This is an optimization exercise on Yosys and OpenROAD, whose aim is small area, not a production implementation. RTL that was checked went through simulation tests only; none was proved equivalent to the original. Power and IR drop assume default switching activity.

Setup of the previous run:
==> flow/design.v <==
module top_logic_n_packs(
	input we,
	output led0,
	input led1,
	output reg led2,
	output reg led3,
	input reset,
	input tx_clk,
	input txinit_done,
	output [31:0] tx_data,
	output tx_k
);
localparam [2:0] S0 = 3'd0, S1 = 3'd1, S2F = 3'd2, S2 = 3'd3, S3 = 3'd4, S4A = 3'd5, S4B = 3'd6, SD = 3'd7;
reg [2:0] fsm;
reg [2:0] pk;         
reg [13:0] cnt;       
reg [6:0] r;          
reg sync0, sync1;     
reg st, al;           
wire [38:0] x;
assign x[38:32] = r;
genvar gi;
generate for (gi = 0; gi < 32; gi = gi + 1) begin : g_prbs
	assign x[gi] = x[gi+7] ^ x[gi+6];
end endgenerate
wire [19:0] crc;
assign crc[0] = ~x[26];
assign crc[1] = ~(x[2] ^ x[29]);
assign crc[2] = ~(x[2] ^ x[3]);
assign crc[3] = ~(x[0] ^ x[5]);
assign crc[4] = ~(x[1] ^ x[5]);
assign crc[5] = ~(x[1] ^ x[24]);
assign crc[6] = (x[0] ^ x[4]);
assign crc[7] = x[31];
assign crc[8] = ~(x[3] ^ x[11]);
assign crc[9] = (x[0] ^ (x[3] ^ x[11]));
assign crc[10] = (x[2] ^ x[22]);
assign crc[11] = ~(x[0] ^ x[8]);
assign crc[12] = (x[0] ^ x[34]);
assign crc[13] = ~(x[1] ^ x[35]);
assign crc[14] = (x[2] ^ x[36]);
assign crc[15] = ~(x[0] ^ x[5]);
assign crc[16] = ~(x[0] ^ x[8]);
assign crc[17] = (x[0] ^ (x[1] ^ x[24]));
assign crc[18] = ~x[27];
assign crc[19] = (x[1] ^ (x[0] ^ x[34]));
wire in_s2 = (fsm == S2);
wire term = cnt[0] & cnt[1] & cnt[2] & cnt[3] & cnt[4] & cnt[5] & cnt[6] & cnt[7] & cnt[10] & cnt[11] & cnt[12] & cnt[13];
wire en = in_s2 | (fsm == S3) | ((fsm == S2F) & (pk == 3'd0));
wire link = (fsm != S0) & (fsm != SD);
always @(posedge tx_clk) begin
	sync0 <= txinit_done;
	sync1 <= sync0;
	cnt <= in_s2 ? {cnt[12:0], cnt[13] ^ cnt[4] ^ cnt[2] ^ cnt[0]} : 14'd11303;
	if (en) r <= x[6:0];
	case (fsm)
		S0: if (we) fsm <= S1;
		S1: fsm <= S2F;
		S2F: fsm <= S2;
		S2: if (term) fsm <= S3;
		S3: fsm <= S4A;
		S4A: fsm <= S4B;
		S4B: begin pk <= pk + 3'd1; fsm <= (pk == 3'd7) ? SD : S1; end
		default: ;
	endcase
	if (sync1) st <= 1'b1;
	if ((fsm == S1) & (st | sync1)) al <= 1'b1;
	if (reset) begin
		fsm <= S0;
		pk <= 3'd0;
		r <= 7'd110;
		st <= 1'b0;
		al <= 1'b0;
	end
end
wire eop = al & (fsm == S4A);
wire sop = al & (fsm == S2F);
wire dat = al & ((fsm == S2) | (fsm == S3));
wire idle = st & ~eop & ~sop & ~dat;
assign tx_k = eop | sop | idle;
assign tx_data[31:28] = {4{dat}} & x[38:35];
assign tx_data[27:8] = ({20{eop}} & crc) | ({20{dat}} & x[34:15]);
assign tx_data[7:0] = ({8{eop}} & 8'hDC) | ({8{sop}} & 8'h3C) | ({8{idle}} & 8'hBC) | ({8{dat}} & x[14:7]);
assign led0 = txinit_done;
always @(*) begin
	led2 = link;
	led3 = we;
end
endmodule
Settings: LEC_CHECK=0, CAP_MARGIN=20, CORE_MARGIN=2, CORE_UTILIZATION=40, PLACE_DENSITY=0.6, SLEW_MARGIN=20; clock period 5.0 ns.
standard.sh (not shown) runs the stock make flow with config.mk's settings and CLKGATE_MAP_FILE= SYNTH_SCRIPT=/design/flow/synth_recipe.tcl, a recipe that flattens the netlist after the stock synthesis.
==> flow/flow/run.sh <==
#!/bin/bash
# Own layout flow: the standard flow, with small port buffers and no CTS dummy loads.
set -euo pipefail
export BUFFER_PORTS_ARGS="-buffer_cell sky130_fd_sc_hd__buf_1"
export CTS_ARGS="-sink_clustering_enable -repair_clock_nets -dont_use_dummy_load"
bash standard.sh > standard.log 2>&1
The following lists how the current run was set up differently from the previous run:
==> flow/flow/run.sh <==
#!/bin/bash
# Own layout flow: the standard flow (standard.sh) with
#  - synthesis mapped by ABC with an area-recovery script (flow/area.abc) instead of the
#    speed script; everything else in the synthesis script is the standard flow's (synth_recipe.tcl),
#  - small port buffers (buf_1),
#  - a clock tree without dummy loads.
set -euo pipefail
W=$PWD
{
  echo "proc abc {args} {"
  echo "  set i [lsearch -exact \$args -script]"
  echo "  if {\$i >= 0} { lset args [expr {\$i + 1}] $W/flow/area.abc }"
  echo "  yosys abc {*}\$args"
  echo "}"
  cat synth_recipe.tcl
} > own_synth.tcl
sed "s#SYNTH_SCRIPT=[^ ]*#SYNTH_SCRIPT=$W/own_synth.tcl#" standard.sh > own_standard.sh
grep -q "SYNTH_SCRIPT=$W/own_synth.tcl" own_standard.sh
export BUFFER_PORTS_ARGS="-buffer_cell sky130_fd_sc_hd__buf_1"
export CTS_ARGS="-sink_clustering_enable -repair_clock_nets -dont_use_dummy_load"
bash own_standard.sh > standard.log 2>&1
==> flow/flow/area.abc (new file) <==
strash
&get -n
&st
&dch -f
&nf -R 1000
&put
[summary]
Looking at sequential power share, the current run sits 22 points lower than the previous run does.
Diff the previous run -> the current run: via total after detailed routing shrank by about 12%; synthesis-to-finish area growth now larger; final core utilization shows an increase of 1.8 points; global-route usage picked up an extra 0.55 points.
Looking at internal reg-to-reg setup slack across both flows, the current run is the weaker of the two, with the previous run ahead.
Re placement-stage cell area: the current run is about 13% down on the previous run.
Compared with the previous run, the current run shows a non-clock buffer count that is about 2.5% lower.
Compared with the previous run, the current run has less setup slack.
From the previous run to the current run the numbers moved as follows: multi-input combinational cell count saw a decrease; sequential share of layout area rose 3.7 points.

== job 7178 ==
Starts from the design.v that is shown in full above.
clock: 5.0 ns
lec_check: 0
cap_margin: 20
core_margin: 2
core_utilization: 40
place_density: 0.6
slew_margin: 20
run.sh (not shown) runs the stock make flow with config.mk's settings and CLKGATE_MAP_FILE= SYNTH_SCRIPT=/design/flow/synth_recipe.tcl, a recipe that flattens the netlist after the stock synthesis.
Stock flow here: none of the scripts above is used.
Job 7178: all stages complete, timing, DRC and antenna checks passed
diff inputs: job 7178 => job 3753
# job 7178
export LEC_CHECK = 0
export CAP_MARGIN = 20
export CORE_MARGIN = 2
export CORE_UTILIZATION = 40
export PLACE_DENSITY = 0.6
export SLEW_MARGIN = 20
create_clock -name core_clock -period 5.0 [get_ports {tx_clk}]
# job 3753
export LEC_CHECK = 0
export ABC_AREA = 1
export CAP_MARGIN = 20
export CORE_MARGIN = 2
export CORE_UTILIZATION = 40
export PLACE_DENSITY = 0.6
export SLEW_MARGIN = 20
create_clock -name core_clock -period 5.0 [get_ports {tx_clk}]
Notes after the runs:
- Per the final summary, job 7178 finished and its layout is clean on timing, DRC and antenna.
- Job 3753: PASS, flow complete, no timing, DRC or antenna violations
- Job 7178 → job 3753: combined area of all synthesized cells now sits higher, routing usage on met2 moved up, cell depth of the worst setup path climbed 4.

run A:
Another version of the RTL of top_logic_n_packs (not shown whole).
For scale: roughly 200 cells after synthesis, roughly 31 flip-flops, ~41 I/O pins, ~1700 um2 of cells after synthesis.
==> flow/config.mk <==
export PLATFORM = sky130hd
export DESIGN_NAME = top_logic_n_packs
export DESIGN_NICKNAME = top_logic_n_packs
export VERILOG_FILES = /design/flow/design.v
export SDC_FILE = /design/flow/constraint.sdc
export NUM_CORES = 4
export LEC_CHECK = 0
export CAP_MARGIN = 20
export CORE_MARGIN = 2
export CORE_UTILIZATION = 40
export GPL_TIMING_DRIVEN = 0
export PLACE_DENSITY = 0.6
export SLEW_MARGIN = 20
==> flow/constraint.sdc <==
create_clock -name core_clock -period 5.0 [get_ports {tx_clk}]
set_input_delay 1.0000 -clock core_clock [delete_from_list [all_inputs] [get_ports {tx_clk}]]
set_output_delay 1.0000 -clock core_clock [all_outputs]
set_load 0.01 [all_outputs]
standard.sh (not shown) runs the stock make flow with config.mk's settings and CLKGATE_MAP_FILE= SYNTH_SCRIPT=/design/flow/synth_recipe.tcl, a recipe that flattens the netlist after the stock synthesis.
==> flow/flow/run.sh <==
#!/bin/bash
# Own layout flow: the standard flow (standard.sh) with
#  - synthesis mapped by ABC with an area-recovery script (flow/area.abc) instead of the
#    speed script; everything else in the synthesis script is the standard flow's (synth_recipe.tcl),
#  - small port buffers (buf_1),
#  - a clock tree without dummy loads.
set -euo pipefail
W=$PWD
{
  echo "proc abc {args} {"
  echo "  set i [lsearch -exact \$args -script]"
  echo "  if {\$i >= 0} { lset args [expr {\$i + 1}] $W/flow/area.abc }"
  echo "  yosys abc {*}\$args"
  echo "}"
  cat synth_recipe.tcl
} > own_synth.tcl
sed "s#SYNTH_SCRIPT=[^ ]*#SYNTH_SCRIPT=$W/own_synth.tcl#" standard.sh > own_standard.sh
grep -q "SYNTH_SCRIPT=$W/own_synth.tcl" own_standard.sh
export BUFFER_PORTS_ARGS="-buffer_cell sky130_fd_sc_hd__buf_1"
export CTS_ARGS="-sink_clustering_enable -sink_clustering_size 40 -sink_clustering_max_diameter 500 -repair_clock_nets -dont_use_dummy_load -buf_list sky130_fd_sc_hd__clkbuf_8"
bash own_standard.sh > standard.log 2>&1
==> flow/flow/area.abc <==
strash
&get -n
&st
&dch -f
&nf -R 1000
&put
The inputs of run B differ from those of run A as listed below.
- GPL_TIMING_DRIVEN no longer set, was 0
-- flow/flow/run.sh --
<<< run A, line 19
export BUFFER_PORTS_ARGS="-buffer_cell sky130_fd_sc_hd__buf_1"
export CTS_ARGS="-sink_clustering_enable -sink_clustering_size 40 -sink_clustering_max_diameter 500 -repair_clock_nets -dont_use_dummy_load -buf_list sky130_fd_sc_hd__clkbuf_8"
bash own_standard.sh > standard.log 2>&1
>>> run B, line 19
export BUFFER_PORTS_ARGS="-buffer_cell sky130_fd_sc_hd__buf_1"
export CTS_ARGS="-sink_clustering_enable -repair_clock_nets -dont_use_dummy_load"
bash own_standard.sh > standard.log 2>&1
==> comparison <==
- Diff run A -> run B: routed length on met3 fell 4.9%, half-perimeter wire length of the detailed placement result rose 83 um, total detailed-routing wirelength rose about 2%, design internal power rose about 11%, smallest setup slack after layout rose 520 ps.
- What run A reported for number of buffers other than clock buffers in the final layout has to be multiplied by 1.12 to get the figure for run B.
- Routed length per instance of run A is on par with run B.
- On sequential power, run B and run A are neck and neck.
- Looking at global-route layer with the greatest usage, the met2 result is from run A; the met1 one comes from run B.
Setup changes, run B to run C
- putting GPL_TIMING_DRIVEN at 0 where nothing was set
-- flow/flow/run.sh --
<<< run B, line 19
export BUFFER_PORTS_ARGS="-buffer_cell sky130_fd_sc_hd__buf_1"
export CTS_ARGS="-sink_clustering_enable -repair_clock_nets -dont_use_dummy_load"
bash own_standard.sh > standard.log 2>&1
>>> run C, line 19
export BUFFER_PORTS_ARGS="-buffer_cell sky130_fd_sc_hd__buf_1"
export CTS_ARGS="-sink_clustering_enable -sink_clustering_size 40 -sink_clustering_max_diameter 500 -repair_clock_nets -dont_use_dummy_load -buf_list sky130_fd_sc_hd__clkbuf_4"
bash own_standard.sh > standard.log 2>&1
Results
Relative to run B, the power after layout measured on run C has decreased by a little under 10%.
Met1 track demand over resource in global routing, run B and run C: larger value in run B
Run C vs. run B: final design area excluding fillers went down by about 1.2%.
Run B → run C: fraction of area in clock buffers and inverters down 1.5 points, area taken by multi-input logic gates up 45 um2, fraction of power consumed by combinational cells up 0.7 points, post-synthesis to final-layout area growth down 1.4 points.
No run of this note included a check of the RTL's function; only the layout flow was run.

-- re-timing with driven ports --
The results above use ideal ports. As a check the final layouts listed here were re-extracted and re-timed, cells and wires unchanged. Step 1: set_driving_cell puts a clkbuf_16 on tx_clk and a buf_2 on each other input, an assumption about the parent block. Step 2 adds t to the input delays and takes it off the output delays; t is the mean of the earliest and latest rising clock arrival at the registers after step 1. Input paths then give back, and output paths get back, about the clock's delay inside the block. Three values: ideal ports, drivers, drivers and shift; two values: the first two.
run	t (ns)	setup slack, ns	worst setup path after step 2	worst data-port slew with drivers (ns)
the previous run	0.301	1.552 / 1.528 / 1.829	register to output	0.03
the current run	0.301	1.082 / 1.056 / 1.357	register to output	0.03
job 7178	0.303	1.133 / 1.108 / 1.412	register to output	0.03
job 3753	0.296	1.151 / 1.125 / 1.421	register to output	0.03
run A	0.294	0.244 / 0.220 / 0.514	register to output	0.03
run B	0.293	0.768 / 0.744 / 1.038	register to output	0.03
run C	0.336	0.224 / 0.204 / 0.540	register to output	0.03
After both steps setup and hold are still met in every run listed.
